Source: an optimization exercise on an open RTL-to-GDS flow (aim: small area, a short achievable clock period and few clock cycles per item). Production flows keep margins and buffers that such runs may drop.
Power and IR drop assume default switching activity.

Design cordic_mod, start of the top module:
module cordic_mod(
	input clk, rst,
	input signed [15:0] inp_x, inp_y,
	output [15:0] arctan,
	output reg valid
);
For scale: ~770 cells after synthesis, roughly 62 flip-flops, ~6600 um2 of cells after synthesis.
==> module rotator, before the edit <==
module rotator
(
	input [16:0] x, y,
	input y_pos,	 
	input [15:0] angle,
	input neg_dir,
	input [7:0] step,
	output [16:0] xp, yp,
	output [15:0] angle_p,
	output y_is_zero
);
	wire signed [16:0] y_signed = y;
	reg [16:0] x_shifted, y_shifted;
	reg [15:0] t;
	wire y_neg = y[16];
	integer i;
	reg signed [16:0] y_sh;
	localparam [127:0] T = {16'h0051, 16'h00a3, 16'h0146, 16'h028b,
	                        16'h0511, 16'h09fb, 16'h12e4, 16'h2000};
	always @(*) begin
		x_shifted = 17'd0;
		y_shifted = 17'd0;
		t = 16'd0;
		for (i = 0; i < 8; i = i + 1) begin
			x_shifted = x_shifted | ((x >> i) & {17{step[i]}});
			y_sh = y_signed >>> i;
			y_shifted = y_shifted | (y_sh & {17{step[i]}});
			t = t | (T[16*i +: 16] & {16{step[i]}});
		end
	end
	adder #(17) add_x(x, y_shifted ^ {17{y_neg}}, y_neg, xp);
	adder #(17) add_y(y, x_shifted ^ {17{y_pos}}, y_pos, yp);
	wire sub = ~(y_pos ^ neg_dir);
	adder #(16) add_angle(angle, t ^ {16{sub}}, sub, angle_p);
	assign y_is_zero = ~|y;
endmodule
==> module adder, before the edit <==
module adder #(parameter W = 17) (
	input [W-1:0] a, b,
	input cin,
	output [W-1:0] sum
);
	localparam N = W + 1;	 
	localparam L = $clog2(N);
	wire [N-1:0] g [0:L];
	wire [N-1:0] p [0:L];
	assign g[0] = {a & b, cin};
	assign p[0] = {a ^ b, 1'b0};
	genvar l, i;
	generate for (l = 0; l < L; l = l + 1) begin : level
		for (i = 0; i < N; i = i + 1) begin : node
			if (((i >> l) & 1) == 1) begin : merge
				localparam J = ((i >> l) << l) - 1;
				if ((i >> l) == 1) begin : gray
					prefix_gray pc(g[l][i], p[l][i], g[l][J], g[l+1][i]);
					assign p[l+1][i] = 1'b0;
				end
				else begin : black
					prefix_black pc(g[l][i], p[l][i], g[l][J], p[l][J], g[l+1][i], p[l+1][i]);
				end
			end
			else begin : keep
				assign g[l+1][i] = g[l][i];
				assign p[l+1][i] = p[l][i];
			end
		end
	end endgenerate
	assign sum = p[0][N-1:1] ^ g[L][N-2:0];
endmodule
==> module cordic_mod, before the edit <==
module cordic_mod(
	input clk, rst,
	input signed [15:0] inp_x, inp_y,
	output [15:0] arctan,
	output reg valid
);
	reg [16:0] x, y;
	reg y_pos;	 
	reg [15:0] angle;
	reg neg_dir;	 
	reg stop;	 
	wire is_x_negative = inp_x[15];
	wire is_y_negative = inp_y[15];
	wire is_x_zero = ~|inp_x;
	wire is_y_zero = ~|inp_y;
	wire [15:0] below_x, below_y;
	genvar b;
	generate for (b = 0; b < 16; b = b + 1) begin : abs_bits
		if (b == 0) begin : lsb
			assign below_x[b] = 1'b0;
			assign below_y[b] = 1'b0;
		end
		else begin : other
			assign below_x[b] = |inp_x[b-1:0];
			assign below_y[b] = |inp_y[b-1:0];
		end
	end endgenerate
	wire [16:0] abs_x = {1'b0, inp_x ^ (below_x & {16{is_x_negative}})};
	wire [16:0] abs_y = {1'b0, inp_y ^ (below_y & {16{is_y_negative}})};
	reg [15:0] start_angle;
	always @(*) begin
		if (is_x_zero)
			start_angle = {is_y_negative, {15{~is_y_negative}}};
		else if (is_y_zero)
			start_angle = 16'h0000;
		else case ({is_x_negative, is_y_negative})
			2'b00: start_angle = 16'h0000;
			2'b01: start_angle = 16'h0000;
			2'b10: start_angle = 16'h7fff;
			2'b11: start_angle = 16'h8001;
		endcase
	end
	wire [7:0] step;
	counter cntr(clk, rst, step);
	wire [16:0] xp, yp;
	wire [15:0] angle_p;
	wire y_is_zero;
	rotator rttr(x, y, y_pos, angle, neg_dir, step, xp, yp, angle_p, y_is_zero);
	wire step_en = ~valid & ~stop & ~y_is_zero;
	always @(posedge clk) begin
		if (rst) begin
			x <= abs_x;
			y <= abs_y;
			y_pos <= 1'b1;
			angle <= start_angle;
			neg_dir <= is_x_negative ^ is_y_negative;
			stop <= is_x_zero;
		end
		else begin
			x <= xp;
			y <= yp;
			y_pos <= ~yp[16];
			if (step_en)
				angle <= angle_p;
			stop <= stop | y_is_zero;
		end
	end
	always @(posedge clk) begin
		if (rst)
			valid <= 1'b0;
		else if (step[7])
			valid <= 1'b1;
	end
	assign arctan = angle;
endmodule
==> flow/config.mk <==
export PLATFORM = sky130hd
export DESIGN_NAME = cordic_mod
export DESIGN_NICKNAME = cordic_mod
export VERILOG_FILES = /design/flow/design.v
export SDC_FILE = /design/flow/constraint.sdc
export NUM_CORES = 4
export LEC_CHECK = 0
export CAP_MARGIN = 20
export CORE_MARGIN = 2
export CORE_UTILIZATION = 40
export CTS_BUF_LIST = sky130_fd_sc_hd__clkbuf_4 sky130_fd_sc_hd__clkbuf_8
export CTS_CLUSTER_DIAMETER = 100
export CTS_CLUSTER_SIZE = 32
export SETUP_SLACK_MARGIN = 5.0
export SLEW_MARGIN = 20
export SYNTH_HIERARCHICAL = 1
export SYNTH_MINIMUM_KEEP_SIZE = 0
==> flow/constraint.sdc <==
create_clock -name core_clock -period 8.0 [get_ports {clk}]
set_input_delay 1.6000 -clock core_clock [delete_from_list [all_inputs] [get_ports {clk}]]
set_output_delay 1.6000 -clock core_clock [all_outputs]
set_load 0.01 [all_outputs]
standard.sh (not shown) runs the stock make flow with config.mk's settings and CLKGATE_MAP_FILE= SYNTH_SCRIPT=/design/flow/synth_recipe.tcl, a recipe that flattens the netlist after the stock synthesis.
==> flow/flow/run.sh <==
#!/bin/bash
set -euo pipefail
bash standard.sh synth > synth.log 2>&1
bash standard.sh BUFFER_PORTS_ARGS="-buffer_cell sky130_fd_sc_hd__buf_1" SETUP_SLACK_MARGIN=5.3 finish > layout.log 2>&1
The baseline ran to the end with no violations.
Edit:
--- a/flow/design.v
+++ b/flow/design.v
@@ -13,5 +13,4 @@
 (
 	input [16:0] x, y,
-	input y_pos,	 
 	input [15:0] angle,
 	input neg_dir,
@@ -25,4 +24,5 @@
 	reg [15:0] t;
 	wire y_neg = y[16];
+	wire y_pos = ~y[16];
 	integer i;
 	reg signed [16:0] y_sh;
@@ -42,5 +42,5 @@
 	adder #(17) add_x(x, y_shifted ^ {17{y_neg}}, y_neg, xp);
 	adder #(17) add_y(y, x_shifted ^ {17{y_pos}}, y_pos, yp);
-	wire sub = ~(y_pos ^ neg_dir);
+	wire sub = y_neg ^ neg_dir;
 	adder #(16) add_angle(angle, t ^ {16{sub}}, sub, angle_p);
 	assign y_is_zero = ~|y;
@@ -52,5 +52,5 @@
 );
 	localparam N = W + 1;	 
-	localparam L = $clog2(N);
+	localparam L = (N <= 2) ? 1 : (N <= 4) ? 2 : (N <= 8) ? 3 : (N <= 16) ? 4 : (N <= 32) ? 5 : 6;
 	wire [N-1:0] g [0:L];
 	wire [N-1:0] p [0:L];
@@ -98,8 +98,8 @@
 );
 	reg [16:0] x, y;
-	reg y_pos;	 
 	reg [15:0] angle;
 	reg neg_dir;	 
 	reg stop;	 
+	reg x_zero;	 
 	wire is_x_negative = inp_x[15];
 	wire is_y_negative = inp_y[15];
@@ -122,9 +122,5 @@
 	reg [15:0] start_angle;
 	always @(*) begin
-		if (is_x_zero)
-			start_angle = {is_y_negative, {15{~is_y_negative}}};
-		else if (is_y_zero)
-			start_angle = 16'h0000;
-		else case ({is_x_negative, is_y_negative})
+		case ({is_x_negative, is_y_negative})
 			2'b00: start_angle = 16'h0000;
 			2'b01: start_angle = 16'h0000;
@@ -138,20 +134,23 @@
 	wire [15:0] angle_p;
 	wire y_is_zero;
-	rotator rttr(x, y, y_pos, angle, neg_dir, step, xp, yp, angle_p, y_is_zero);
+	rotator rttr(x, y, angle, neg_dir, step, xp, yp, angle_p, y_is_zero);
 	wire step_en = ~valid & ~stop & ~y_is_zero;
+	wire special = step[0] & ~valid & stop;
+	wire [15:0] special_angle = {16{x_zero}} & {neg_dir, {15{~neg_dir}}};
 	always @(posedge clk) begin
 		if (rst) begin
 			x <= abs_x;
 			y <= abs_y;
-			y_pos <= 1'b1;
 			angle <= start_angle;
 			neg_dir <= is_x_negative ^ is_y_negative;
-			stop <= is_x_zero;
+			stop <= is_x_zero | is_y_zero;
+			x_zero <= is_x_zero;
 		end
 		else begin
 			x <= xp;
 			y <= yp;
-			y_pos <= ~yp[16];
-			if (step_en)
+			if (special)
+				angle <= special_angle;
+			else if (step_en)
 				angle <= angle_p;
 			stop <= stop | y_is_zero;
Critical path depth climbs by 5.
Via count climbs by 3.1%.
Worst setup slack is better by 120 ps.
Final cell count climbs by 2.9%.
Total power climbs by 7.0%.
Fmax climbs by 4.0%.
Wire length climbs by 11%.
No run of this note included a check of the RTL's function; only the layout flow was run.

-- afterwards: timing with drivers on the ports --
The results above use ideal ports. As a check the final layouts listed here were re-extracted and re-timed, cells and wires unchanged.
Step 1, drivers: a clkbuf_16 drives clk and a buf_2 each remaining input, both assumed.
Step 2 adds t to the input delays and takes it off the output delays; t is the mean of the earliest and latest rising clock arrival at the registers after step 1. Input paths then give back, and output paths get back, about the clock's delay inside the block.
Slacks: ideal / step 1 / step 2; pairs: ideal / step 1.
| run | t (ns) | setup slack, ns | worst setup path after step 2 | worst slew at a driven data input, ns | pins driven straight from the clock port |
|---|---|---|---|---|---|
| the first run | 0.408 | 4.988 / 4.987 / 4.579 | input to register | 0.05 | 1 |
| the second run | 0.412 | 5.105 / 5.105 / 4.892 | input to register | 0.04 | 1 |
After both steps setup and hold are still met in every run listed. The setup slack of the first run, which loses most, moves by -0.001 ns with the drivers and by -0.409 ns with both steps.
